From an optimization exercise on the open Yosys and OpenROAD flow, aimed at small area; shortcuts taken in it are not production practice. No functional check of the RTL was part of any run shown here. No activity file was given, so power comes from the tool's default toggle rates.

## flow/run.sh

```bash
#!/bin/bash
# Own layout flow: the standard flow (standard.sh: the standard synthesis script and ORFS's
# make targets) with three changes:
# - ABC maps the combinational logic for area (resyn2 twice, &deepsyn, &dch -f, &nf) instead of ORFS's
#   area script (dch; map -B 0.9; buffer).  It runs after the flip-flops are mapped, so the registers,
#   their names and cells are the standard synthesis's.
# - the port buffers are sky130_fd_sc_hd__buf_1 (buffer_ports would pick a larger cell);
# - clock tree synthesis uses the standard arguments, clkbuf_4 buffers, clusters of at most
#   8 sinks, and no dummy loads.
# Every tool's output goes to the ORFS logs under orfs/logs and to make_finish.log here.
set -euo pipefail
work=$(pwd)
rm -rf "$work/scripts_local"
cp -r "$FLOW_HOME/scripts" "$work/scripts_local"
cat > "$work/scripts_local/abc_area.script" <<'ABC'
strash
balance; rewrite; refactor; balance; rewrite; rewrite -z; balance; refactor -z; rewrite -z; balance
balance; rewrite; refactor; balance; rewrite; rewrite -z; balance; refactor -z; rewrite -z; balance
&get -n
&deepsyn -T 30
&dch -f
&nf -R 1000
&put
topo
ABC
DONT_USE_CELLS="sky130_fd_sc_hd__buf_4 sky130_fd_sc_hd__buf_6 sky130_fd_sc_hd__buf_8 sky130_fd_sc_hd__buf_12 sky130_fd_sc_hd__buf_16" \
bash standard.sh \
  "MIN_BUF_CELL_AND_PORTS=sky130_fd_sc_hd__buf_2 A X" \
  "SCRIPTS_DIR=$work/scripts_local" \
  "BUFFER_PORTS_ARGS=-buffer_cell sky130_fd_sc_hd__buf_1" \
  "CTS_ARGS=-sink_clustering_enable -repair_clock_nets -dont_use_dummy_load -sink_clustering_size 8 -sink_clustering_max_diameter 40 -buf_list sky130_fd_sc_hd__clkbuf_4" \
  finish > make_finish.log 2>&1
```

## standard.sh

```bash
#!/bin/bash
# synth_recipe.tcl (not shown) runs the flow's synth.tcl, then flattens the netlist and writes it again
# the make line also repeats each setting of config.mk as NAME=value (left out here)
make -C /OpenROAD-flow-scripts/flow DESIGN_CONFIG=/design/flow/config.mk WORK_HOME=/design/flow/orfs CLKGATE_MAP_FILE= SYNTH_SCRIPT=/design/flow/synth_recipe.tcl "${@:-finish}"
```

## config.mk

```make
export PLATFORM = sky130hd
export DESIGN_NAME = sequencer
export DESIGN_NICKNAME = sequencer
export VERILOG_FILES = /design/flow/design.v
export SDC_FILE = /design/flow/constraint.sdc
export NUM_CORES = 4
export LEC_CHECK = 0
export ABC_AREA = 1
export CAP_MARGIN = 20
export CORE_AREA = 8 8 157 157
export DIE_AREA = 0 0 165 165
export SLEW_MARGIN = 20
```

## constraint.sdc

```tcl
create_clock -name core_clock -period 10.0 [get_ports {CLK100MHZ}]
set_input_delay 2.0000 -clock core_clock [delete_from_list [all_inputs] [get_ports {CLK100MHZ}]]
set_output_delay 2.0000 -clock core_clock [all_outputs]
set_load 0.01 [all_outputs]
```

## design.v

```verilog
module disp_dec(input logic [2:0] sel, input logic [3:0] hi, input logic [4:0] lo, output logic [7:0] seg);
  wire new_n21, new_n22, new_n23, new_n24, new_n25, new_n26, new_n27, new_n28, new_n29, new_n30, new_n31, new_n32, new_n33, new_n34, new_n35, new_n36, new_n37, new_n38, new_n39, new_n40, new_n41, new_n42, new_n43, new_n44, new_n45, new_n46, new_n47, new_n48, new_n49, new_n50, new_n51, new_n52, new_n53, new_n54, new_n55, new_n56, new_n57, new_n58, new_n59, new_n60, new_n61, new_n62, new_n63, new_n64, new_n65, new_n66, new_n67, new_n68, new_n69, new_n70, new_n71, new_n72, new_n73, new_n74, new_n75, new_n76, new_n77, new_n78, new_n79, new_n80, new_n81, new_n82, new_n83, new_n84, new_n85, new_n86, new_n87, new_n88, new_n89, new_n90, new_n91, new_n92, new_n93, new_n94, new_n95, new_n96, new_n97, new_n98, new_n100, new_n101, new_n102, new_n103, new_n104, new_n105, new_n106, new_n107, new_n108, new_n109, new_n110, new_n111, new_n112, new_n113, new_n114, new_n115, new_n116, new_n117, new_n118, new_n119, new_n120, new_n121, new_n122, new_n123, new_n124, new_n125, new_n126, new_n127, new_n128, new_n129, new_n130, new_n131, new_n132, new_n133, new_n134, new_n135, new_n136, new_n137, new_n138, new_n139, new_n140, new_n141, new_n142, new_n143, new_n144, new_n145, new_n146, new_n147, new_n148, new_n149, new_n150, new_n151, new_n153, new_n154, new_n155, new_n156, new_n157, new_n158, new_n159, new_n160, new_n161, new_n162, new_n163, new_n164, new_n165, new_n166, new_n167, new_n168, new_n169, new_n170, new_n171, new_n172, new_n173, new_n174, new_n175, new_n176, new_n177, new_n178, new_n179, new_n180, new_n181, new_n182, new_n183, new_n184, new_n185, new_n187, new_n188, new_n189, new_n190, new_n191, new_n192, new_n193, new_n194, new_n195, new_n196, new_n197, new_n198, new_n199, new_n200, new_n201, new_n202, new_n203, new_n204, new_n205, new_n206, new_n207, new_n208, new_n210, new_n211, new_n212, new_n213, new_n214, new_n215, new_n216, new_n217, new_n218, new_n219, new_n220, new_n221, new_n222, new_n223, new_n224, new_n225, new_n226, new_n227, new_n228, new_n229, new_n230, new_n231, new_n232, new_n233, new_n234, new_n235, new_n236, new_n237, new_n238, new_n239, new_n240, new_n241, new_n242, new_n244, new_n245, new_n246, new_n247, new_n248, new_n249, new_n250, new_n251, new_n252, new_n253, new_n254, new_n255, new_n256, new_n257, new_n258, new_n259, new_n260, new_n261, new_n262, new_n263, new_n264, new_n266, new_n267, new_n268, new_n269, new_n270, new_n271, new_n272, new_n273, new_n274, new_n275, new_n276, new_n277, new_n278, new_n279, new_n280, new_n281, new_n282, new_n283, new_n284, new_n285, new_n286, new_n287, new_n288, new_n289, new_n290, new_n291, new_n292, new_n293, new_n294, new_n295, new_n296, new_n298, new_n299, new_n300, new_n301, new_n302, new_n303;
  assign new_n21 = ~sel[2] & ~lo[4];
  assign new_n22 = ~lo[2] & new_n21;
  assign new_n23 = ~lo[1] & new_n22;
  assign new_n24 = lo[3] & new_n21;
  assign new_n25 = lo[0] & new_n24;
  assign new_n26 = ~new_n23 & ~new_n25;
  assign new_n27 = ~sel[0] & ~new_n26;
  assign new_n28 = ~sel[2] & ~lo[2];
  assign new_n29 = ~sel[0] & new_n21;
  assign new_n30 = ~new_n28 & ~new_n29;
  assign new_n31 = ~lo[0] & ~lo[1];
  assign new_n32 = ~lo[3] & new_n31;
  assign new_n33 = ~new_n30 & new_n32;
  assign new_n34 = ~sel[2] & lo[4];
  assign new_n35 = ~lo[0] & lo[1];
  assign new_n36 = lo[3] & new_n35;
  assign new_n37 = ~lo[2] & ~new_n36;
  assign new_n38 = ~lo[1] & lo[3];
  assign new_n39 = lo[0] & new_n38;
  assign new_n40 = lo[2] & ~new_n39;
  assign new_n41 = new_n34 & ~new_n37;
  assign new_n42 = ~new_n40 & new_n41;
  assign new_n43 = ~new_n27 & ~new_n33;
  assign new_n44 = ~new_n42 & new_n43;
  assign new_n45 = sel[2] & hi[1];
  assign new_n46 = hi[0] & new_n45;
  assign new_n47 = ~sel[0] & sel[1];
  assign new_n48 = hi[2] & new_n47;
  assign new_n49 = new_n46 & new_n48;
  assign new_n50 = lo[3] & ~new_n31;
  assign new_n51 = sel[0] & ~sel[1];
  assign new_n52 = ~sel[2] & new_n51;
  assign new_n53 = ~new_n50 & new_n52;
  assign new_n54 = ~hi[0] & new_n45;
  assign new_n55 = ~new_n47 & ~new_n51;
  assign new_n56 = new_n54 & new_n55;
  assign new_n57 = ~sel[2] & lo[2];
  assign new_n58 = lo[1] & ~lo[3];
  assign new_n59 = sel[0] & new_n57;
  assign new_n60 = new_n58 & new_n59;
  assign new_n61 = lo[2] & new_n21;
  assign new_n62 = lo[1] & lo[3];
  assign new_n63 = lo[0] & new_n62;
  assign new_n64 = new_n61 & new_n63;
  assign new_n65 = ~sel[0] & ~sel[1];
  assign new_n66 = ~sel[2] & new_n65;
  assign new_n67 = sel[2] & hi[3];
  assign new_n68 = ~new_n21 & ~new_n67;
  assign new_n69 = ~new_n66 & new_n68;
  assign new_n70 = ~new_n64 & ~new_n69;
  assign new_n71 = new_n57 & new_n65;
  assign new_n72 = ~lo[4] & new_n62;
  assign new_n73 = new_n71 & new_n72;
  assign new_n74 = new_n70 & ~new_n73;
  assign new_n75 = lo[0] & new_n58;
  assign new_n76 = ~new_n51 & ~new_n75;
  assign new_n77 = new_n28 & ~new_n76;
  assign new_n78 = ~lo[3] & new_n35;
  assign new_n79 = new_n61 & new_n78;
  assign new_n80 = ~sel[1] & ~hi[2];
  assign new_n81 = new_n45 & new_n80;
  assign new_n82 = sel[2] & ~hi[1];
  assign new_n83 = sel[0] & sel[1];
  assign new_n84 = ~sel[0] & ~hi[2];
  assign new_n85 = sel[1] & ~hi[0];
  assign new_n86 = sel[0] & hi[2];
  assign new_n87 = ~new_n84 & ~new_n85;
  assign new_n88 = ~new_n86 & new_n87;
  assign new_n89 = new_n82 & ~new_n83;
  assign new_n90 = ~new_n88 & new_n89;
  assign new_n91 = ~new_n49 & ~new_n81;
  assign new_n92 = ~new_n53 & ~new_n56;
  assign new_n93 = ~new_n60 & ~new_n79;
  assign new_n94 = new_n92 & new_n93;
  assign new_n95 = ~new_n77 & new_n91;
  assign new_n96 = ~new_n90 & new_n95;
  assign new_n97 = new_n74 & new_n94;
  assign new_n98 = new_n96 & new_n97;
  assign seg[0] = new_n44 & new_n98;
  assign new_n100 = ~hi[2] & new_n67;
  assign new_n101 = hi[1] & new_n100;
  assign new_n102 = hi[2] & new_n67;
  assign new_n103 = ~hi[0] & new_n102;
  assign new_n104 = ~new_n101 & ~new_n103;
  assign new_n105 = new_n83 & ~new_n104;
  assign new_n106 = new_n38 & new_n51;
  assign new_n107 = ~lo[0] & new_n38;
  assign new_n108 = ~sel[1] & new_n107;
  assign new_n109 = ~new_n106 & ~new_n108;
  assign new_n110 = new_n57 & ~new_n109;
  assign new_n111 = lo[0] & new_n23;
  assign new_n112 = ~lo[3] & new_n83;
  assign new_n113 = new_n111 & new_n112;
  assign new_n114 = new_n22 & new_n35;
  assign new_n115 = lo[0] & ~lo[3];
  assign new_n116 = new_n61 & new_n115;
  assign new_n117 = ~new_n114 & ~new_n116;
  assign new_n118 = ~sel[1] & ~new_n117;
  assign new_n119 = new_n85 & new_n101;
  assign new_n120 = ~sel[0] & lo[1];
  assign new_n121 = ~new_n50 & ~new_n120;
  assign new_n122 = ~sel[0] & new_n62;
  assign new_n123 = ~sel[1] & new_n34;
  assign new_n124 = ~new_n122 & new_n123;
  assign new_n125 = ~new_n121 & new_n124;
  assign new_n126 = ~new_n119 & ~new_n125;
  assign new_n127 = new_n36 & new_n52;
  assign new_n128 = new_n34 & new_n65;
  assign new_n129 = ~lo[2] & new_n128;
  assign new_n130 = hi[1] & new_n65;
  assign new_n131 = new_n102 & new_n130;
  assign new_n132 = hi[0] & new_n67;
  assign new_n133 = sel[1] & ~hi[1];
  assign new_n134 = sel[0] & ~hi[2];
  assign new_n135 = new_n133 & ~new_n134;
  assign new_n136 = new_n132 & new_n135;
  assign new_n137 = new_n22 & new_n78;
  assign new_n138 = sel[0] & new_n137;
  assign new_n139 = new_n36 & new_n47;
  assign new_n140 = lo[1] & new_n112;
  assign new_n141 = ~new_n139 & ~new_n140;
  assign new_n142 = new_n61 & ~new_n141;
  assign new_n143 = ~new_n127 & ~new_n129;
  assign new_n144 = ~new_n131 & ~new_n136;
  assign new_n145 = new_n143 & new_n144;
  assign new_n146 = ~new_n138 & new_n145;
  assign new_n147 = ~new_n105 & ~new_n110;
  assign new_n148 = ~new_n113 & ~new_n118;
  assign new_n149 = new_n126 & ~new_n142;
  assign new_n150 = new_n148 & new_n149;
  assign new_n151 = new_n146 & new_n147;
  assign seg[1] = ~new_n150 | ~new_n151;
  assign new_n153 = lo[0] & ~lo[2];
  assign new_n154 = new_n34 & ~new_n153;
  assign new_n155 = ~new_n103 & ~new_n154;
  assign new_n156 = new_n65 & ~new_n155;
  assign new_n157 = new_n21 & ~new_n141;
  assign new_n158 = sel[1] & ~lo[0];
  assign new_n159 = new_n61 & new_n158;
  assign new_n160 = lo[2] & new_n34;
  assign new_n161 = ~sel[1] & new_n160;
  assign new_n162 = ~new_n159 & ~new_n161;
  assign new_n163 = lo[3] & ~new_n162;
  assign new_n164 = ~hi[1] & new_n100;
  assign new_n165 = new_n38 & new_n61;
  assign new_n166 = ~new_n164 & ~new_n165;
  assign new_n167 = sel[0] & ~new_n166;
  assign new_n168 = ~new_n65 & new_n137;
  assign new_n169 = lo[0] & ~new_n38;
  assign new_n170 = new_n21 & new_n83;
  assign new_n171 = new_n169 & new_n170;
  assign new_n172 = ~new_n127 & ~new_n171;
  assign new_n173 = ~lo[2] & ~new_n172;
  assign new_n174 = ~new_n55 & new_n116;
  assign new_n175 = hi[0] & new_n133;
  assign new_n176 = hi[2] & new_n83;
  assign new_n177 = ~new_n175 & ~new_n176;
  assign new_n178 = new_n67 & ~new_n177;
  assign new_n179 = ~new_n168 & ~new_n174;
  assign new_n180 = ~new_n178 & new_n179;
  assign new_n181 = new_n126 & ~new_n156;
  assign new_n182 = ~new_n157 & ~new_n163;
  assign new_n183 = ~new_n167 & ~new_n173;
  assign new_n184 = new_n182 & new_n183;
  assign new_n185 = new_n180 & new_n181;
  assign seg[2] = ~new_n184 | ~new_n185;
  assign new_n187 = ~new_n65 & ~new_n84;
  assign new_n188 = ~hi[0] & ~new_n187;
  assign new_n189 = ~new_n176 & ~new_n188;
  assign new_n190 = new_n82 & ~new_n189;
  assign new_n191 = ~sel[0] & new_n57;
  assign new_n192 = new_n78 & new_n191;
  assign new_n193 = ~sel[1] & new_n21;
  assign new_n194 = sel[2] & ~hi[2];
  assign new_n195 = new_n65 & new_n194;
  assign new_n196 = ~sel[0] & ~new_n75;
  assign new_n197 = sel[0] & ~new_n35;
  assign new_n198 = new_n28 & ~new_n197;
  assign new_n199 = ~new_n196 & new_n198;
  assign new_n200 = new_n46 & ~new_n86;
  assign new_n201 = new_n55 & new_n200;
  assign new_n202 = ~new_n193 & ~new_n195;
  assign new_n203 = ~new_n192 & new_n202;
  assign new_n204 = new_n70 & new_n203;
  assign new_n205 = ~new_n111 & ~new_n199;
  assign new_n206 = ~new_n201 & new_n205;
  assign new_n207 = ~new_n190 & new_n204;
  assign new_n208 = new_n206 & new_n207;
  assign seg[3] = new_n44 & new_n208;
  assign new_n210 = ~new_n47 & new_n114;
  assign new_n211 = ~hi[1] & new_n102;
  assign new_n212 = ~sel[1] & ~hi[0];
  assign new_n213 = sel[0] & ~new_n212;
  assign new_n214 = ~new_n65 & new_n67;
  assign new_n215 = ~new_n213 & new_n214;
  assign new_n216 = ~lo[4] & new_n127;
  assign new_n217 = lo[2] & new_n38;
  assign new_n218 = lo[0] & ~new_n58;
  assign new_n219 = new_n128 & new_n218;
  assign new_n220 = ~new_n217 & new_n219;
  assign new_n221 = hi[0] & new_n102;
  assign new_n222 = ~sel[1] & new_n221;
  assign new_n223 = new_n22 & new_n83;
  assign new_n224 = lo[3] & new_n223;
  assign new_n225 = ~new_n71 & ~new_n170;
  assign new_n226 = new_n115 & ~new_n225;
  assign new_n227 = new_n104 & ~new_n116;
  assign new_n228 = sel[0] & ~new_n227;
  assign new_n229 = new_n39 & new_n47;
  assign new_n230 = ~new_n47 & new_n107;
  assign new_n231 = ~new_n106 & ~new_n112;
  assign new_n232 = ~new_n229 & new_n231;
  assign new_n233 = ~new_n230 & new_n232;
  assign new_n234 = new_n61 & ~new_n233;
  assign new_n235 = ~new_n211 & ~new_n215;
  assign new_n236 = ~new_n210 & new_n235;
  assign new_n237 = ~new_n216 & ~new_n220;
  assign new_n238 = ~new_n222 & ~new_n224;
  assign new_n239 = ~new_n226 & new_n238;
  assign new_n240 = new_n236 & new_n237;
  assign new_n241 = new_n239 & new_n240;
  assign new_n242 = ~new_n228 & ~new_n234;
  assign seg[4] = ~new_n241 | ~new_n242;
  assign new_n244 = ~new_n25 & ~new_n194;
  assign new_n245 = new_n65 & ~new_n244;
  assign new_n246 = new_n21 & ~new_n83;
  assign new_n247 = ~new_n35 & new_n246;
  assign new_n248 = new_n34 & ~new_n38;
  assign new_n249 = ~new_n58 & new_n248;
  assign new_n250 = ~new_n247 & ~new_n249;
  assign new_n251 = ~lo[2] & ~new_n250;
  assign new_n252 = new_n54 & new_n176;
  assign new_n253 = ~new_n28 & ~new_n246;
  assign new_n254 = new_n32 & ~new_n253;
  assign new_n255 = new_n57 & new_n140;
  assign new_n256 = new_n107 & new_n160;
  assign new_n257 = ~new_n34 & ~new_n57;
  assign new_n258 = new_n78 & ~new_n257;
  assign new_n259 = ~new_n252 & ~new_n256;
  assign new_n260 = ~new_n258 & new_n259;
  assign new_n261 = ~new_n254 & ~new_n255;
  assign new_n262 = new_n260 & new_n261;
  assign new_n263 = new_n74 & ~new_n245;
  assign new_n264 = ~new_n251 & new_n263;
  assign seg[5] = new_n262 & new_n264;
  assign new_n266 = hi[1] & new_n51;
  assign new_n267 = new_n103 & ~new_n266;
  assign new_n268 = lo[2] & ~new_n58;
  assign new_n269 = ~new_n169 & ~new_n268;
  assign new_n270 = new_n128 & ~new_n269;
  assign new_n271 = ~new_n39 & ~new_n58;
  assign new_n272 = new_n170 & ~new_n271;
  assign new_n273 = ~new_n83 & new_n116;
  assign new_n274 = new_n61 & ~new_n83;
  assign new_n275 = ~new_n128 & ~new_n274;
  assign new_n276 = new_n107 & ~new_n275;
  assign new_n277 = new_n28 & new_n65;
  assign new_n278 = new_n78 & new_n277;
  assign new_n279 = sel[1] & new_n35;
  assign new_n280 = new_n24 & new_n279;
  assign new_n281 = hi[1] & new_n47;
  assign new_n282 = new_n132 & new_n281;
  assign new_n283 = new_n164 & new_n213;
  assign new_n284 = ~new_n133 & new_n221;
  assign new_n285 = ~new_n38 & ~new_n115;
  assign new_n286 = new_n223 & ~new_n285;
  assign new_n287 = ~new_n114 & ~new_n278;
  assign new_n288 = ~new_n280 & ~new_n282;
  assign new_n289 = new_n287 & new_n288;
  assign new_n290 = ~new_n267 & ~new_n270;
  assign new_n291 = ~new_n272 & ~new_n273;
  assign new_n292 = ~new_n283 & ~new_n284;
  assign new_n293 = ~new_n286 & new_n292;
  assign new_n294 = new_n290 & new_n291;
  assign new_n295 = ~new_n276 & new_n289;
  assign new_n296 = new_n294 & new_n295;
  assign seg[6] = ~new_n293 | ~new_n296;
  assign new_n298 = ~lo[2] & new_n31;
  assign new_n299 = lo[3] & ~new_n298;
  assign new_n300 = sel[0] & ~new_n299;
  assign new_n301 = ~sel[1] & ~new_n300;
  assign new_n302 = new_n34 & ~new_n301;
  assign new_n303 = new_n65 & new_n100;
  assign seg[7] = new_n302 | new_n303;
endmodule
module sequencer(
    input  logic CLK100MHZ,
    input  logic rst,
    input  logic BTNU, BTND, BTNL, BTNR, BTNC, CPU_RESETN,
    input  logic SW15,SW14,SW13,SW12,SW11,SW10,SW9,SW8,SW7,SW6,SW5,SW4,SW3,SW2,SW1,SW0,
    output logic [15:0] LED,
    output logic LED16_R,
    output logic LED17_R, LED17_G, LED17_B,
    output logic [7:0] AN,
    output logic DP,CG,CF,CE,CD,CC,CB,CA,
    output logic AUD_PWM,
    output logic AUD_SD
);
localparam logic PLAY = 1'b0, STOP = 1'b1;
localparam logic [1:0] STEP = 2'd0, SETTING_NAME = 2'd1, SETTING_VALUE = 2'd2;
localparam logic [2:0] SIGNAL = 3'd0, NOTE = 3'd5;
localparam logic[7:0] A_SSEG = 8'h77, B_SSEG = 8'h7C, C_SSEG = 8'h39, D_SSEG = 8'h5E,
                      E_SSEG = 8'h79, F_SSEG = 8'h71, G_SSEG = 8'h3D, H_SSEG = 8'h76,
                      I_SSEG = 8'h30, K_SSEG = 8'h75, N_SSEG = 8'h37, L_SSEG = 8'h38,
                      O_SSEG = 8'h3F, P_SSEG = 8'h73, Q_SSEG = 8'h6F, R_SSEG = 8'h33,
                      S_SSEG = 8'h6D, T_SSEG = 8'h78, U_SSEG = 8'h3E, V_SSEG = 8'h3E,
                      Y_SSEG = 8'h6E, DP_SSEG = 8'h80;
localparam logic[7:0] ZERO_SSEG = 8'h3F, ONE_SSEG = 8'h06, TWO_SSEG = 8'h5B, THREE_SSEG = 8'h4F,
                      FOUR_SSEG = 8'h66, FIVE_SSEG = 8'h6D, SIX_SSEG = 8'h7D, SEVEN_SSEG = 8'h07,
                      EIGHT_SSEG = 8'h7F, NINE_SSEG = 8'h6F;
logic meta, reset;
always_ff @(posedge CLK100MHZ) begin
  meta  <= rst;
  reset <= rst | meta;
end
logic [7:0] refresh;
wire [7:0] refreshInc;
ha_chain #(8) u_refresh(.a(refresh), .ci(1'b1), .s(refreshInc), .co());
always_ff @(posedge CLK100MHZ)
  if (rst) refresh <= 8'd0;
  else     refresh <= refreshInc;
wire tick0 = (refresh[3:0] == 4'd0);    
wire tick9 = (refresh[3:0] == 4'd9);    
wire [5:0] btn_in = {CPU_RESETN, BTNC, BTNR, BTNL, BTND, BTNU};
logic [5:0] db;
logic [1:0] wcnt [0:5];
logic [5:0] dn;
logic [5:0] pulse;
genvar gb;
generate
  for (gb = 0; gb < 6; gb = gb + 1) begin : g_btn
    wire d  = (btn_in[gb] ^ db[gb]) & ~rst;
    wire c1 = wcnt[gb][1];
    wire c0 = wcnt[gb][0];
    always_ff @(posedge CLK100MHZ) begin
      wcnt[gb][1] <= d & (c1 ^ (tick0 & c0));
      wcnt[gb][0] <= d & (~(c1 | c0) | (c0 ^ tick0));
      db[gb]      <= ~rst & (db[gb] ^ (d & tick0 & c1 & c0));
    end
    always_ff @(posedge CLK100MHZ)
      if (tick0) dn[gb] <= ~db[gb];
    assign pulse[gb] = db[gb] & dn[gb] & tick9;
  end
endgenerate
wire UP = pulse[0], DOWN = pulse[1], LEFT = pulse[2], RIGHT = pulse[3];
wire CENTER = pulse[4], RESET = pulse[5];
logic playState, playStateNext;
always_ff @(posedge CLK100MHZ) begin
  if (rst) begin
    playState     <= STOP;
    playStateNext <= STOP;
    LED16_R       <= 1'b1;
  end
  else begin
    playState <= RESET ? STOP : playStateNext;
    if (CENTER) playStateNext <= ~playState;
    LED16_R <= playState;
  end
end
wire playing = (playState == PLAY);
localparam logic [11:0] TEMPO_LAST = 12'd105;     
localparam logic [12:0] BLINK_LAST = 13'd5664;    
logic [11:0] tempoCnt;
logic [12:0] blinkCnt;
wire tempoTick  = (tempoCnt == TEMPO_LAST);
wire blinkTick  = (blinkCnt == BLINK_LAST);
always_ff @(posedge CLK100MHZ) begin
  if (reset || tempoTick) tempoCnt <= 12'd0;
  else tempoCnt <= {tempoCnt[10:0], ~(tempoCnt[11] ^ tempoCnt[5] ^ tempoCnt[3] ^ tempoCnt[0])};
  if (reset || blinkTick) blinkCnt <= 13'd0;
  else blinkCnt <= {blinkCnt[11:0], ~(blinkCnt[12] ^ blinkCnt[2])};
end
logic [3:0] audioStepState;
wire [3:0] audioStepInc;
ha_chain #(4) u_astep(.a(audioStepState), .ci(tempoTick & playing), .s(audioStepInc), .co());
always_ff @(posedge CLK100MHZ)
  if (rst) audioStepState <= 4'd0;
  else     audioStepState <= audioStepInc;
logic [3:0] menuStepState;
logic [2:0] menuHorizontalState;
logic [1:0] menuVerticalState;
wire inValue = (menuVerticalState == SETTING_VALUE);
logic [4:0] curNote;      
wire noteWr = inValue && (menuHorizontalState == NOTE) && (LEFT ^ RIGHT);
wire [4:0] noteT = curNote ^ {5{~RIGHT}};
wire [4:0] noteU;
ha_chain #(5) u_note(.a(noteT), .ci(1'b1), .s(noteU), .co());
wire [4:0] noteNew = noteU ^ {5{~RIGHT}};
wire inStep = (menuVerticalState == STEP);
wire stepDec = inStep & LEFT;
wire [3:0] stepT = menuStepState ^ {4{stepDec}};
wire [3:0] stepU;
ha_chain #(4) u_step(.a(stepT), .ci(inStep & (LEFT | RIGHT)), .s(stepU), .co());
wire [3:0] stepNext = stepU ^ {4{stepDec}};
wire sigTgl = inValue && (menuHorizontalState == SIGNAL) && (UP ^ DOWN);
function automatic logic [2:0] hNext(input logic [2:0] h);
  if (h == 3'd2)      hNext = 3'd4;
  else if (h == 3'd4) hNext = 3'd6;
  else if (h == 3'd6) hNext = 3'd1;
  else if (h == 3'd1) hNext = 3'd3;
  else if (h == 3'd3) hNext = 3'd0;
  else if (h == 3'd0) hNext = 3'd5;
  else                hNext = 3'd2;
endfunction
function automatic logic [2:0] hPrev(input logic [2:0] h);
  if (h == 3'd4)      hPrev = 3'd2;
  else if (h == 3'd6) hPrev = 3'd4;
  else if (h == 3'd1) hPrev = 3'd6;
  else if (h == 3'd3) hPrev = 3'd1;
  else if (h == 3'd0) hPrev = 3'd3;
  else if (h == 3'd5) hPrev = 3'd0;
  else                hPrev = 3'd5;
endfunction
always_ff @(posedge CLK100MHZ) begin
  if (rst) begin
    menuStepState       <= 4'd0;
    menuHorizontalState <= NOTE;
    menuVerticalState   <= STEP;
  end
  else begin
    menuStepState <= stepNext;
    case (menuVerticalState)
      STEP: begin
        if (DOWN) menuVerticalState <= SETTING_NAME;
      end
      SETTING_NAME: begin
        if (DOWN)    menuVerticalState <= SETTING_VALUE;
        else if (UP) menuVerticalState <= STEP;
        if (RIGHT)     menuHorizontalState <= hNext(menuHorizontalState);
        else if (LEFT) menuHorizontalState <= hPrev(menuHorizontalState);
      end
      default: begin
        if (UP) menuVerticalState <= SETTING_NAME;
      end
    endcase
  end
end
logic [4:0] ring [0:15];
logic [15:0] sring;       
logic curNoteValid;
logic ringClr;
logic [4:0] audNote;
wire [3:0] ringStep = refresh[3:0];
wire hitM = (ringStep == menuStepState);
wire hitA = (ringStep == audioStepState);
wire [4:0] ringOut = ringClr ? 5'd3 : ring[0];
wire ownM = hitM & curNoteValid;
wire [4:0] ringIn = ownM ? (noteWr ? noteNew : curNote) : ringOut;
wire stepMove = inStep & (LEFT | RIGHT);
always_ff @(posedge CLK100MHZ) begin
  for (int k = 0; k < 15; k = k + 1) ring[k] <= ring[k+1];
  ring[15] <= ringIn;
  sring <= {sIn, sring[15:1]};
end
logic sigW, sigWValid, sigM, sigA, sigN, hitAq;
wire [3:0] stepW = ~menuStepState;                  
wire hitW = (ringStep == stepW);
wire sOut = ringClr ? ringStep[0] : sring[0];       
wire ownW = hitW & sigWValid;
wire sigWNext = sigW ^ sigTgl;
wire sIn = ownW ? sigWNext : sOut;
wire [3:0] audioStepP1;
ha_chain #(4) u_astep1(.a(audioStepState), .ci(1'b1), .s(audioStepP1), .co());
wire tglA = sigTgl & (stepW == audioStepState);
wire tglN = sigTgl & (stepW == audioStepP1);
wire stepAdvance = tempoTick & playing;
always_ff @(posedge CLK100MHZ) begin
  hitAq <= hitA;           
  if (rst) begin
    sigW      <= 1'b1;     
    sigWValid <= 1'b1;
    sigM      <= 1'b0;     
    sigA      <= 1'b0;     
    sigN      <= 1'b1;     
  end
  else begin
    if (sigTgl) sigW <= sigWNext;
    else if (hitW & ~sigWValid) sigW <= sOut;
    if (stepMove) sigWValid <= 1'b0;
    else if (hitW) sigWValid <= 1'b1;
    if (hitM) sigM <= sOut;
    if (stepAdvance) sigA <= sigN ^ tglN;
    else sigA <= sigA ^ tglA;
    if (hitAq) sigN <= sIn;
    else sigN <= sigN ^ tglN;
  end
end
always_ff @(posedge CLK100MHZ) begin
  if (rst) begin
    ringClr      <= 1'b1;
    curNote      <= 5'd3;
    curNoteValid <= 1'b1;
    audNote      <= 5'd3;
  end
  else begin
    if (ringStep == 4'd15) ringClr <= 1'b0;
    if (noteWr) curNote <= noteNew;
    else if (hitM & ~curNoteValid) curNote <= ringOut;
    if (stepMove) curNoteValid <= 1'b0;
    else if (hitM) curNoteValid <= 1'b1;
    if (hitA) audNote <= ringIn;
    else if (noteWr && menuStepState == audioStepState) audNote <= noteNew;
  end
end
logic [3:0] dispHi;
logic [4:0] dispLo;
always_ff @(posedge CLK100MHZ) begin
  if (rst) begin
    dispHi <= 4'd0;
    dispLo <= 5'd0;
  end
  else begin
    case (menuVerticalState)
      STEP: begin
        dispHi <= 4'd15;
        dispLo <= {1'b1, menuStepState};
      end
      SETTING_NAME: begin
        dispHi <= {1'b1, menuHorizontalState};
        dispLo <= 5'd0;
      end
      default: begin
        if (menuHorizontalState == NOTE) begin
          if (curNote < 5'd12) dispLo <= curNote + 5'd1;
        end
        else if (menuHorizontalState == SIGNAL)
          dispLo <= sigM ? 5'd14 : 5'd13;
      end
    endcase
  end
end
logic [2:0] sel;
logic [7:0] seg;
assign sel = refresh[7:5];
disp_dec u_dec(.sel(sel), .hi(dispHi), .lo(dispLo), .seg(seg));
assign AN = ~(8'd1 << sel);
assign {DP,CG,CF,CE,CD,CC,CB,CA} = ~seg;
always_ff @(posedge CLK100MHZ)
  LED <= {SW15,SW14,SW13,SW12,SW11,SW10,SW9,SW8,SW7,SW6,SW5,SW4,SW3,SW2,SW1,SW0};
always_ff @(posedge CLK100MHZ) begin
  if (rst) begin
    LED17_R <= 1'b0;
    LED17_G <= 1'b0;
    LED17_B <= 1'b0;
  end
  else if (blinkTick) begin
    if (playing) begin
      LED17_R <= ~LED17_G;
      LED17_G <= ~LED17_B;
      LED17_B <= LED17_G;
    end
    else begin
      LED17_R <= 1'b0;
      LED17_G <= 1'b0;
      LED17_B <= 1'b0;
    end
  end
end
function automatic logic [18:0] fccwOf(input logic [3:0] c);
  fccwOf = 19'd0;
  if (c == 4'd0) fccwOf = 19'd4724;
  else if (c == 4'd1) fccwOf = 19'd5005;
  else if (c == 4'd2) fccwOf = 19'd5303;
  else if (c == 4'd3) fccwOf = 19'd5618;
  else if (c == 4'd4) fccwOf = 19'd5952;
  else if (c == 4'd5) fccwOf = 19'd6306;
  else if (c == 4'd6) fccwOf = 19'd6681;
  else if (c == 4'd7) fccwOf = 19'd7079;
  else if (c == 4'd8) fccwOf = 19'd7500;
  else if (c == 4'd9) fccwOf = 19'd7946;
  else if (c == 4'd10) fccwOf = 19'd8418;
  else if (c == 4'd11) fccwOf = 19'd8919;
  else if (c == 4'd15) fccwOf = 19'd514724;
endfunction
logic [3:0] fcode;       
always_ff @(posedge CLK100MHZ)
  if (rst) fcode <= 4'd14;
  else if (tempoTick)
    fcode <= LED[4'd15 - audioStepState] ? ((audNote < 5'd12) ? audNote[3:0] : 4'd12) : 4'd15;
wire soundOn = ~(fcode[3] & fcode[2] & fcode[1]);
logic [18:0] phaseLo;
logic [10:0] phaseHi;
logic [3:0] phaseCy;
wire [18:0] phaseLoSum;
wire [10:0] phaseHiSum;
wire phaseLoCo;
fa_chain #(19) u_phlo(.a(phaseLo), .b(fccwOf(fcode)), .ci(1'b0), .s(phaseLoSum), .co(phaseLoCo));
ha_chain #(11) u_phhi(.a(phaseHi), .ci(phaseCy[3]), .s(phaseHiSum), .co());
always_ff @(posedge CLK100MHZ) begin
  if (reset) begin
    phaseLo <= 19'd0;
    phaseCy <= 4'd0;
    phaseHi <= 11'd0;
  end
  else begin
    phaseLo <= phaseLoSum;
    phaseCy <= {phaseCy[2:0], phaseLoCo};
    phaseHi <= phaseHiSum;
  end
end
logic [2:0] sigDly, enDly;
always_ff @(posedge CLK100MHZ) begin
  sigDly <= {sigDly[1:0], sigA};
  enDly  <= {enDly[1] , enDly[0] & ~reset, soundOn & playing};
end
function automatic logic [14:0] qsin(input logic [5:0] j);
  case (j)
    6'd0: qsin = 15'd0;
    6'd1: qsin = 15'd706;
    6'd2: qsin = 15'd1413;
    6'd3: qsin = 15'd2119;
    6'd4: qsin = 15'd2823;
    6'd5: qsin = 15'd3525;
    6'd6: qsin = 15'd4225;
    6'd7: qsin = 15'd4923;
    6'd8: qsin = 15'd5618;
    6'd9: qsin = 15'd6310;
    6'd10: qsin = 15'd6997;
    6'd11: qsin = 15'd7681;
    6'd12: qsin = 15'd8360;
    6'd13: qsin = 15'd9034;
    6'd14: qsin = 15'd9702;
    6'd15: qsin = 15'd10364;
    6'd16: qsin = 15'd11021;
    6'd17: qsin = 15'd11670;
    6'd18: qsin = 15'd12313;
    6'd19: qsin = 15'd12948;
    6'd20: qsin = 15'd13576;
    6'd21: qsin = 15'd14195;
    6'd22: qsin = 15'd14806;
    6'd23: qsin = 15'd15408;
    6'd24: qsin = 15'd16000;
    6'd25: qsin = 15'd16583;
    6'd26: qsin = 15'd17156;
    6'd27: qsin = 15'd17718;
    6'd28: qsin = 15'd18270;
    6'd29: qsin = 15'd18811;
    6'd30: qsin = 15'd19341;
    6'd31: qsin = 15'd19858;
    6'd32: qsin = 15'd20364;
    6'd33: qsin = 15'd20858;
    6'd34: qsin = 15'd21338;
    6'd35: qsin = 15'd21807;
    6'd36: qsin = 15'd22262;
    6'd37: qsin = 15'd22704;
    6'd38: qsin = 15'd23132;
    6'd39: qsin = 15'd23546;
    6'd40: qsin = 15'd23946;
    6'd41: qsin = 15'd24331;
    6'd42: qsin = 15'd24702;
    6'd43: qsin = 15'd25058;
    6'd44: qsin = 15'd25399;
    6'd45: qsin = 15'd25724;
    6'd46: qsin = 15'd26034;
    6'd47: qsin = 15'd26329;
    6'd48: qsin = 15'd26608;
    6'd49: qsin = 15'd26869;
    6'd50: qsin = 15'd27116;
    6'd51: qsin = 15'd27346;
    6'd52: qsin = 15'd27559;
    6'd53: qsin = 15'd27756;
    6'd54: qsin = 15'd27936;
    6'd55: qsin = 15'd28100;
    6'd56: qsin = 15'd28246;
    6'd57: qsin = 15'd28376;
    6'd58: qsin = 15'd28487;
    6'd59: qsin = 15'd28583;
    6'd60: qsin = 15'd28661;
    6'd61: qsin = 15'd28721;
    6'd62: qsin = 15'd28765;
    6'd63: qsin = 15'd28791;
    default: qsin = 15'd0;
  endcase
endfunction
localparam logic [14:0] QPEAK = 15'd28799;
wire [7:0] addr = phaseHi[10:3];
wire [5:0] qidx = addr[6] ? (6'd0 - addr[5:0]) : addr[5:0];
wire qpeak = addr[6] & (addr[5:0] == 6'd0);
wire [14:0] mag = sigDly[2] ? 15'd4394 : (qpeak ? QPEAK : qsin(qidx));
wire zeroPt = ~sigDly[2] & (addr == 8'd128);
wire en = enDly[2] & ~zeroPt;
wire [15:0] dacIn = {~(en & addr[7]), en ? (mag ^ {15{addr[7]}}) : 15'd0};
logic [16:0] acc;
wire [15:0] accSum;
wire accCo;
fa_chain #(16) u_acc(.a(acc[15:0]), .b(dacIn), .ci(1'b0), .s(accSum), .co(accCo));
always_ff @(posedge CLK100MHZ)
  if (reset) acc <= 17'd0;
  else       acc <= {accCo, accSum};
assign AUD_PWM = acc[16];
assign AUD_SD  = 1'b1;
endmodule
module ha_chain #(parameter W = 8) (
  input  logic [W-1:0] a,
  input  logic ci,
  output logic [W-1:0] s,
  output logic co
);
  logic [W:0] c;
  assign c[0] = ci;
  genvar i;
  generate
    for (i = 0; i < W; i = i + 1) begin : g
      assign s[i]   = a[i] ^ c[i];
      assign c[i+1] = a[i] & c[i];
    end
  endgenerate
  assign co = c[W];
endmodule
module fa_chain #(parameter W = 8) (
  input  logic [W-1:0] a,
  input  logic [W-1:0] b,
  input  logic ci,
  output logic [W-1:0] s,
  output logic co
);
  logic [W:0] c;
  assign c[0] = ci;
  genvar i;
  generate
    for (i = 0; i < W; i = i + 1) begin : g
      assign s[i]   = a[i] ^ b[i] ^ c[i];
      assign c[i+1] = (a[i] & b[i]) | (c[i] & (a[i] ^ b[i]));
    end
  endgenerate
  assign co = c[W];
endmodule
```

==> impl_metrics.csv, run 1 <==
group,metric,value,unit
floorplanning,io_pins,62,
timing,finalHoldViolations,0,
cells_and_area,final_cells,1643,
worst_hold_path,min_to,"ring[4][3]",
global_routing,grt_pass1_wl,44200,um
critical_path,path_class,"reg2reg",
critical_path,r2r-start,"phaseHi[4]",
clocking,cts.path.max_buffers,3,
place,gp_congestion,0.955,
place,dp_hpwl,19100,um
job,drv_cap,0,
floorplanning,rows,54,
critical_path,crit_path_end_kind,"register",
critical_path,crit_arrival,10.05,ns
clocking,clk_latency,0.63,ns
clocking,cts_root_buf,"clkbuf_4",
floorplanning,die_w,165,um
synth,postSynthAreaPerCell,9.62,um^2
global_routing,antenna_found_initial,3,
global_routing,use_met2,0.282,
synth,synth_fp_nets,1318,
cells_and_area,n_fill_cell,1961,
synth,synthCells,1210,
global_routing,grt_use_met3,0.0396,
detailed_routing,drt_iter0_markers,708,
critical_path,ff2ff_path_depth,34,
critical_path,slowest_stage,"fa_1",
worst_hold_path,min_from,"ring[5][3]",
critical_path,r2r_setup_slack,0.45,ns
timing,max_slew_margin,0.433,
place,dp_cells,1592,
global_routing,grt-busiest-layer,"met1",
synth,synth-main-ff-cell,"dfxtp_1",
power,p_total,0.00176,W
detailed_routing,routed_wl,26400,um
cells_and_area,area_growth,11.5,%
clocking,htreeDepth,2,
critical_path,cp_common_cell,"fa_1",
clocking,path_clk_slew,0.08,ns
floorplanning,fp.dieH,165,um
synth,ys_async_sr_fraction,0,
power,powerDensity,136,nW/um^2
synth,yosysWarnings,3,
synth,yosysUniqueCellTypes,62,
timing,finalCritPeriodShare,0.955,
cells_and_area,final_common_cell,"dfxtp_1",
detailed_routing,wl_per_cell,16.1,um
detailed_routing,via_per_inst,5.56,
floorplanning,dieArea,27200,um^2
clocking,cts_buffers,43,
worst_hold_path,hold-path-cell-count,0,
timing,fmax,0.105,GHz
critical_path,worstReg2RegEnd,"acc[15]",
place,placed_cell_area,12600,um^2
cells_and_area,layout.nets,1470,
synth,yosysSeqAreaShare,0.483,
cells_and_area,drive_above_1_share,0.0824,
worst_hold_path,hp-class,"reg2reg",
floorplanning,core,21800,um^2
clocking,hold_buffers,0,
global_routing,grt_util_met1,0.290,
place,port_buffers,60,
detailed_routing,drt-pass1-iter-count,5,
floorplanning,initial_utilization,0.534,
global_routing,track_usage,0.198,
timing,slew_viol_final,0,
clocking,clkSinkCount,278,
cells_and_area,design_area,13000,um^2
timing,timing.hold.ws,0.314,ns
cells_and_area,layout_common_cells,"dfxtp_1, nor2_1, nand2_1",
outcome,status,"finished clean",
critical_path,critPathRequiredTime,10.50,ns
synth,synth_edf_count,6,
power,max-vdd-ir-drop,0.126,mV
critical_path,max_stage_delay,0.43,ns
detailed_routing,route.detailed.drc,0,
timing,finalSetupViolCount,0,
synth,ys_seq_elements,278,
global_routing,overflow,0,
timing,tightest_slew,0.843,ns
synth,syn-cell-area,11600,um^2
critical_path,startpoint_type,"register",
detailed_routing,ant_nets,0,
clocking,cts_tree,"yes",
timing,period_needed,9.55,ns
global_routing,grt_pass1_vias,8725,
critical_path,path_max_fanout,5,
timing,skew,0.0720,ns
detailed_routing,vias,9139,
global_routing,grt_max_degree,72,
power,total_leakage_power,4.82,nW
final cells by class:
| cell class | count | area, um^2 | share of cell area |
|---|---|---|---|
| clock buffers | 43 | 323 | 0.0249 |
| well taps | 280 | 350 | 0.0270 |
| multi-input cells | 863 | 5830 | 0.449 |
| inverters | 68 | 255 | 0.0197 |
| diodes | 3 | 7.51 | 0.000578 |
| flip-flops and latches | 278 | 5630 | 0.433 |
| repair buffers | 108 | 587 | 0.0452 |
power breakdown:
group | switching, W | total, W | internal [W]
Sequential | 0.0000193 | 0.00115 | 0.00113
Combinational | 0.0000487 | 0.0000817 | 0.0000329
Clock | 0.000335 | 0.000533 | 0.000198
worst max path at each step:
stage / end / start / cells past startpoint
after global routing: acc[15] / phaseHi[4] / 34
after global placement: acc[15] / phaseHi[4] / 35
after floorplan: acc[15] / phaseHi[3] / 31
final: acc[15] / phaseHi[4] / 34
after detailed placement: acc[15] / phaseHi[4] / 35
after CTS: acc[15] / phaseHi[4] / 35
metal layers:
metal,routed length [um],up-vias,share of wire
met5,0,-,0
met4,674,0,0.026
met3,1820,56,0.069
met2,11000,284,0.42
met1,13000,4254,0.49
li1,-,4545,-
stage by stage:
step	setup TNS, ns	setup slack (ns)	utilization
6_report	0	0.453	0.595
5_1_grt	-0.0478	-0.0478	0.595
4_1_cts	0	0.216	0.590
3_5_place_dp	0	0.174	0.575
3_3_place_gp	0	0.317	0.575
2_1_floorplan	0	0.0247	-
kinds of logic after synthesis:
logic type                 Yosys count  synth area share
muxes                               19            0.0210
AOI/OAI and AO/OA                  247             0.136
and+or+nand+nor                    459             0.186
adders and majority gates           84             0.112
buffers and inverters               69            0.0223
xor gates and xnor gates            53            0.0399
other                                1          0.000322
DFF                                278             0.483
what timing repair did:
action / CTS / global route
setup buffers: 0 / 5
setup endpoints to repair: 0 / 3
resized for setup: 0 / 17
worst max-delay path: cells and delay by family, from the launching register on:
kind / cells / cell delay (ns)
AOI/OAI and AO/OA: 10 / 1.73
xor gates and xnor gates: 1 / 0.28
adders and majority gates: 16 / 6.23
buffers and inverters: 4 / 0.45
DFF: 1 / 0.37
and+or+nand+nor: 3 / 0.37
sequential cells by signal (all words and copies together), names as in the netlist, 4 cells and up:
signal,flops
phaseHi,11
dn,6
blinkCnt,13
acc,17
refresh,8
dispLo,5
phaseCy,4
dispHi,4
db,6
LED,16
menuStepState,4
audNote,5
fcode,4
ring,80
audioStepState,4
curNote,5
wcnt,12
sring,16
phaseLo,19
tempoCnt,12
Yosys cell counts (16+ instances only):
master    instances  share of area
a31oi_1          21          0.011
nor2b_1          55          0.030
clkinv_1         68          0.022
a21oi_1          71          0.031
nand2b_1         17         0.0091
ha_1             51          0.055
o21ai_0          52          0.022
nand3_1          31          0.013
xnor2_1          35          0.026
xor2_1           18          0.014
a211oi_1         17          0.011
dfxtp_1         272           0.47
nor2_1          152          0.049
nor3_1           39          0.017
fa_1             33          0.057
and2_0           16         0.0086
nand2_1         103          0.033
==> inputs of run 2 (changes only) <==
--- a/flow/run.sh
+++ b/flow/run.sh
@@ -7,4 +7,4 @@
 # - the port buffers are sky130_fd_sc_hd__buf_1 (buffer_ports would pick a larger cell);
-# - clock tree synthesis uses the standard arguments, clkbuf_4 buffers, clusters of at most
-#   8 sinks, and no dummy loads.
+# - clock tree synthesis uses the standard arguments, clkbuf_8 buffers, clusters of at most
+#   15 sinks, and no dummy loads.
 # Every tool's output goes to the ORFS logs under orfs/logs and to make_finish.log here.
@@ -25,8 +25,6 @@
 ABC
-DONT_USE_CELLS="sky130_fd_sc_hd__buf_4 sky130_fd_sc_hd__buf_6 sky130_fd_sc_hd__buf_8 sky130_fd_sc_hd__buf_12 sky130_fd_sc_hd__buf_16" \
 bash standard.sh \
-  "MIN_BUF_CELL_AND_PORTS=sky130_fd_sc_hd__buf_2 A X" \
   "SCRIPTS_DIR=$work/scripts_local" \
   "BUFFER_PORTS_ARGS=-buffer_cell sky130_fd_sc_hd__buf_1" \
-  "CTS_ARGS=-sink_clustering_enable -repair_clock_nets -dont_use_dummy_load -sink_clustering_size 8 -sink_clustering_max_diameter 40 -buf_list sky130_fd_sc_hd__clkbuf_4" \
+  "CTS_ARGS=-sink_clustering_enable -repair_clock_nets -dont_use_dummy_load -sink_clustering_size 15 -sink_clustering_max_diameter 60 -buf_list sky130_fd_sc_hd__clkbuf_8" \
   finish > make_finish.log 2>&1
==> impl_metrics.csv, run 2 <==
group,metric,value,unit
synth,ys_seq_elements,278,
timing,rsz0062_at_grt,"false",
timing,skew,0.110,ns
cells_and_area,n_fill_cell,1938,
cells_and_area,top_register,"ring",
place,dp_cells,1596,
timing,fmax,0.107,GHz
synth,ys_top_cells_by_area,"dfxtp_1, fa_1, ha_1, nor2_1, nand2_1",
global_routing,overflow,0,
critical_path,max_stage_delay,0.43,ns
clocking,hold_buffers,0,
clocking,cts.path.max_buffers,3,
synth,synth_top_area_share,0.467,
floorplanning,core,21800,um^2
job,drv_cap,0,
clocking,clkSinkCount,278,
detailed_routing,routed_wl,26800,um
synth,synth.largest_area_cell,"dfxtp_1",
detailed_routing,vias,9048,
detailed_routing,route.detailed.drc,0,
place,dp_hpwl,19700,um
floorplanning,fp.dieH,165,um
floorplanning,rows,54,
detailed_routing,ant_nets,0,
global_routing,grt_max_degree,72,
synth,postSynthAreaPerCell,9.63,um^2
critical_path,r2r_setup_slack,0.62,ns
synth,ys_async_sr_fraction,0,
timing,finalHoldViolations,0,
outcome,status,"finished clean",
clocking,cts_buffers,25,
cells_and_area,largest_reg_flops,80,
critical_path,crit_arrival,9.76,ns
clocking,htreeDepth,1,
cells_and_area,regArea,5630,um^2
cells_and_area,layout.nets,1453,
cells_and_area,largestRegisters,"ring: 80 flops, phaseLo: 19 flops, acc: 17 flops",
critical_path,crit_path_end_kind,"register",
place,gp_congestion,0.957,
clocking,cts_root_buf,"clkbuf_8",
cells_and_area,area_growth,11.4,%
synth,synth_common_cells,"dfxtp_1, nor2_1, nand2_1",
floorplanning,die_w,165,um
critical_path,cp_common_cell,"fa_1",
timing,slew_viol_final,0,
cells_and_area,drive_above_1_share,0.0670,
timing,tightest_slew,0.785,ns
detailed_routing,drt_iter0_markers,739,
power,max-vdd-ir-drop,0.136,mV
synth,synth-main-ff-cell,"dfxtp_1",
critical_path,critPathRequiredTime,10.38,ns
cells_and_area,final_cells,1623,
cells_and_area,final_common_cell,"dfxtp_1",
detailed_routing,drt-pass1-iter-count,7,
floorplanning,io_pins,62,
timing,max_slew_margin,0.472,
global_routing,grt_pass1_vias,8730,
critical_path,path_class,"reg2reg",
critical_path,slowest_stage,"fa_1",
power,powerDensity,137,nW/um^2
timing,finalCritPeriodShare,0.938,
cells_and_area,antennaDiodeCount,0,
timing,final.setup.tns,0,ns
synth,yosysUniqueCellTypes,62,
floorplanning,dieArea,27200,um^2
detailed_routing,via_per_inst,5.57,
timing,finalSetupViolCount,0,
synth,yosysWarnings,3,
synth,synth_fp_nets,1318,
cells_and_area,multiInputGateArea,5810,um^2
synth,yosysSeqAreaShare,0.483,
global_routing,track_usage,0.200,
cells_and_area,layout_common_cells,"dfxtp_1, nor2_1, nand2_1",
clocking,path_clk_slew,0.08,ns
synth,synth_edf_count,6,
floorplanning,initial_utilization,0.534,
synth,syn-cell-area,11600,um^2
global_routing,antenna_found_initial,0,
synth,synthCells,1210,
clocking,cts_tree,"yes",
critical_path,startpoint_type,"register",
place,port_buffers,60,
clocking,clk_latency,0.56,ns
worst_hold_path,hp-class,"reg2reg",
critical_path,path_max_fanout,5,
global_routing,grt_pass1_wl,44600,um
synth,synth_most_common_cell,"dfxtp_1",
detailed_routing,wl_per_cell,16.5,um
power,total_leakage_power,4.80,nW
timing,period_needed,9.38,ns
## run 2: cell type report
type	count	share of cell area
inverters	68	0.0197
flip-flops and latches	278	0.434
clock buffers	25	0.0265
multi-input cells	863	0.447
well taps	280	0.0270
repair buffers	109	0.0458
## run 2: power by group
part           leakage (nW)  internal (W)  switching [W]
sequential             2.25       0.00113      0.0000186
combinational          2.37     0.0000330      0.0000499
clock                 0.180      0.000222       0.000324
total                  4.80       0.00138       0.000393
## run 2: stage by stage
stage	hold WS, ns	setup WS, ns	power, W	cell area, um^2	util
after global routing	0.270	0.00151	0.00186	13000	0.595
after floorplan	0.310	0.0247	0.00122	11700	-
after detailed placement	0.312	0.218	0.00126	12600	0.577
final	0.268	0.617	0.00178	13000	0.595
after global placement	0.310	0.375	0.00125	12600	0.577
after CTS	0.277	0.290	0.00180	12900	0.593
## run 2: path summary, 6_finish.rpt
check,to,from,cells past startpoint
setup / recovery,acc[15],phaseHi[4],35
hold / removal,ring[6][4],ring[7][4],0
setup reg to reg,acc[15],phaseHi[4],35
hold reg to reg,ring[6][4],ring[7][4],0
## run 2: critical path, delay by kind of cell (launching register included)
family	cells	cell delay [ns]
adder cells (fa/ha/maj)	16	6.24
AO/OA/AOI/OAI	11	1.82
AND/OR/NAND/NOR	4	0.42
flip-flops	1	0.34
XOR/XNOR	1	0.26
buffers and inverters	3	0.23
## run 2: routing by layer
metal,track usage,vias up,wire (um)
met1,0.286,4201,12800
met2,0.301,300,11500
met3,0.0341,57,1850
met4,0.0663,0,651
li1,-,4490,-
met5,0,-,0
## run 2: what timing repair did
item | 4_1_cts | 5_1_grt
gates resized for setup | 0 | 8
setup buffers | 0 | 2
endpoints found under the setup margin | 0 | 2
## run 2: kinds of logic (layout without fill, tap and decap cells)
kind of cell,Yosys count,after routing,synth area share
simple gates,459,459,0.186
flops,278,278,0.483
compound gates,247,247,0.136
fa+ha+maj,84,84,0.111
buf+inv,69,202,0.0226
xor+xnor,53,53,0.0398
mux,19,19,0.0209
other cells,1,1,0.000322
==> inputs of run 3 (changes only) <==
--- a/config.mk
+++ b/config.mk
@@ -9,4 +9,7 @@
 export CAP_MARGIN = 20
-export CORE_AREA = 8 8 157 157
-export DIE_AREA = 0 0 165 165
+export CORE_AREA = 10 10 190 190
+export CTS_BUF_LIST = sky130_fd_sc_hd__clkbuf_8
+export CTS_CLUSTER_DIAMETER = 60
+export CTS_CLUSTER_SIZE = 15
+export DIE_AREA = 0 0 200 200
 export SLEW_MARGIN = 20
==> impl_metrics.csv, run 3 <==
group,metric,value,unit
outcome,status,"finished clean",
critical_path,max_stage_delay,0.43,ns
synth,synth_edf_count,6,
floorplanning,die_w,200,um
clocking,cts_tree,"yes",
timing,skew,0.0348,ns
power,max-vdd-ir-drop,0.140,mV
cells_and_area,drive_above_1_share,0.0700,
global_routing,track_usage,0.139,
critical_path,path_class,"reg2reg",
timing,max_slew_margin,0.416,
cells_and_area,n_fill_cell,3142,
critical_path,startpoint_type,"register",
cells_and_area,largest_reg_flops,80,
synth,ys_async_sr_fraction,0,
global_routing,grt_max_degree,72,
detailed_routing,drt_iter0_markers,666,
floorplanning,core,31800,um^2
clocking,cts_buffers,23,
place,gp_congestion,0.968,
place,dp_hpwl,20700,um
synth,synth_top_family_by_area,"simple AND/OR/NAND/NOR gates",
synth,syn-cell-area,11600,um^2
synth,synthAdderAreaFrac,0.111,
timing,slew_viol_final,0,
detailed_routing,wl_per_cell,15.6,um
synth,synth_simple_gate_area_share,0.186,
floorplanning,fp.dieH,200,um
synth,ys_seq_elements,278,
synth,synth.largest_area_cell,"dfxtp_1",
critical_path,path_max_fanout,7,
power,total_leakage_power,4.79,nW
critical_path,crit_arrival,9.71,ns
critical_path,critPathTopFamily,"adder cells",
critical_path,critPathRequiredTime,10.39,ns
synth,synth_top_area_share,0.467,
cells_and_area,layout.nets,1452,
synth,synthCells,1210,
timing,tightest_slew,0.868,ns
floorplanning,io_pins,62,
synth,synth_most_common_cell,"dfxtp_1",
cells_and_area,antennaDiodeCount,0,
clocking,htreeDepth,1,
job,drv_cap,0,
cells_and_area,top_register,"ring",
synth,postSynthAreaPerCell,9.63,um^2
critical_path,cp_common_cell,"fa_1",
cells_and_area,largestRegisters,"ring: 80 flops, phaseLo: 19 flops, acc: 17 flops",
timing,period_needed,9.33,ns
timing,fmax,0.107,GHz
detailed_routing,ant_nets,0,
global_routing,overflow,0,
cells_and_area,layout_common_cells,"dfxtp_1, nor2_1, nand2_1",
place,port_buffers,60,
worst_hold_path,hp-class,"reg2reg",
place,dp_cells,1753,
synth,yosysWarnings,3,
timing,finalCritPeriodShare,0.933,
critical_path,path_buf_inv,5,
cells_and_area,final_cells,1777,
timing,finalSetupViolCount,0,
timing,timing.final.ws_setup,0.674,ns
clocking,path_clk_slew,0.09,ns
synth,yosysSeqAreaShare,0.483,
floorplanning,dieArea,40000,um^2
critical_path,slowest_stage,"fa_1",
synth,yosys-mux-area-fraction,0.0209,
synth,synth_fp_nets,1318,
cells_and_area,final_common_cell,"dfxtp_1",
clocking,cts.path.max_buffers,3,
synth,ys_top_cells_by_area,"dfxtp_1, fa_1, ha_1, nor2_1, nand2_1",
detailed_routing,route.detailed.drc,0,
clocking,clk_latency,0.52,ns
detailed_routing,drt-pass1-iter-count,5,
global_routing,antenna_found_initial,0,
detailed_routing,via_per_inst,5.09,
clocking,clkSinkCount,278,
global_routing,grt_pass1_wl,45700,um
timing,finalHoldViolations,0,
critical_path,crit_path_end_kind,"register",
floorplanning,rows,65,
synth,yosysUniqueCellTypes,62,
global_routing,grt_pass1_vias,8819,
synth,synth-main-ff-cell,"dfxtp_1",
clocking,cts_root_buf,"clkbuf_8",
detailed_routing,routed_wl,27800,um
synth,synth_xor_area_frac,0.0398,
detailed_routing,vias,9039,
place,post-place-ws,0.385,ns
synth,synth_compound_area_frac,0.136,
power,powerDensity,134,nW/um^2
synth,synth_common_cells,"dfxtp_1, nor2_1, nand2_1",
cells_and_area,area_growth,13.1,%
floorplanning,initial_utilization,0.366,
[run 3: cell counts after synthesis]
Identical to the previous run, type by type.
[run 3: timing repair]
action / in CTS / in global routing
setup buffers: 0 / 1
setup endpoints to repair: 0 / 1
hold endpoints to repair: 0 / 0
resized for setup: 0 / 15
hold buffers: 0 / 0
[run 3: worst register-to-register path, delay by kind of cell, from the launching register on]
kind	cells	cell delay [ns]
AOI/OAI and AO/OA	10	1.46
xor gates and xnor gates	1	0.22
adders and majority gates	16	6.23
buffers and inverters	5	0.50
DFF	1	0.34
and+or+nand+nor	3	0.47
[run 3: metrics by stage]
stage | cell area, um^2 | power, W | hold slack [ns] | TNS, ns | utilization
after global routing | 13200 | 0.00185 | 0.316 | -0.0261 | 0.414
final | 13200 | 0.00176 | 0.309 | 0 | 0.414
after detailed placement | 12800 | 0.00126 | 0.312 | 0 | 0.402
after global placement | 12800 | 0.00126 | 0.310 | 0 | 0.402
after floorplan | 11700 | 0.00122 | 0.310 | 0 | -
after CTS | 13100 | 0.00180 | 0.308 | 0 | 0.412
[run 3: worst paths after layout]
path	startpoint	end	slack [ns]	cells after the start
worst max-delay path	phaseHi[4]	acc[15]	0.67	35
worst max register to register	phaseHi[4]	acc[15]	0.67	35
worst min-delay path	ring[6][1]	ring[5][1]	0.31	0
worst min register to register	ring[6][1]	ring[5][1]	0.31	0
[run 3: cell type report]
type,instances,area (um^2),area share
Timing Repair Buffer,110,602,0.0457
Multi-Input combinational cell,863,5820,0.442
Inverter,68,255,0.0194
Tap cell,435,544,0.0413
Clock buffer,23,317,0.0240
Sequential cell,278,5630,0.427
[run 3: layer usage]
metal / track usage / vias to the layer above / part of all wire
li1: - / 4485 / -
met1: 0.192 / 4239 / 0.48
met2: 0.218 / 246 / 0.44
met3: 0.0208 / 69 / 0.053
met4: 0.0477 / 0 / 0.029
met5: 0 / - / 0
[run 3: kinds of logic after synthesis]
kind of cell / count (synthesis)
compound gates: 247
other cells: 1
flops: 278
xor+xnor: 53
simple gates: 459
buf+inv: 69
fa+ha+maj: 84
mux: 19
[run 3: power by group]
part           switching (W)  leakage, nW  internal [W]
clock network       0.000326        0.165      0.000206
registers          0.0000183         2.25       0.00113
logic              0.0000503         2.37     0.0000329
total               0.000395         4.79       0.00137

## static timing again, ports no longer ideal
Ports are ideal in the flow. The routed layouts listed here were re-timed in OpenROAD.
Step 1: set_driving_cell puts a clkbuf_16 on CLK100MHZ and a buf_2 on each other input, an assumption about the parent block.
Step 2, shift: input delay + t, output delay - t, t = (earliest + latest rising clock arrival at the registers) / 2. This alone moves slack from input paths to output paths.
Slacks: ideal ports / drivers / drivers and shift; pairs: ideal ports / drivers.
run | t, ns | slack for setup (ns) | worst setup path at the end | latest minus earliest clock arrival (ns) | pins driven straight from the clock port
run 1 | 0.638 | 0.453 / 0.453 / 0.453 | register to register | 0.072 / 0.072 | 1
run 2 | 0.548 | 0.617 / 0.617 / 0.617 | register to register | 0.112 / 0.112 | 1
run 3 | 0.554 | 0.674 / 0.674 / 0.674 | register to register | 0.056 / 0.055 | 1
After both steps setup and hold are still met in every run listed.
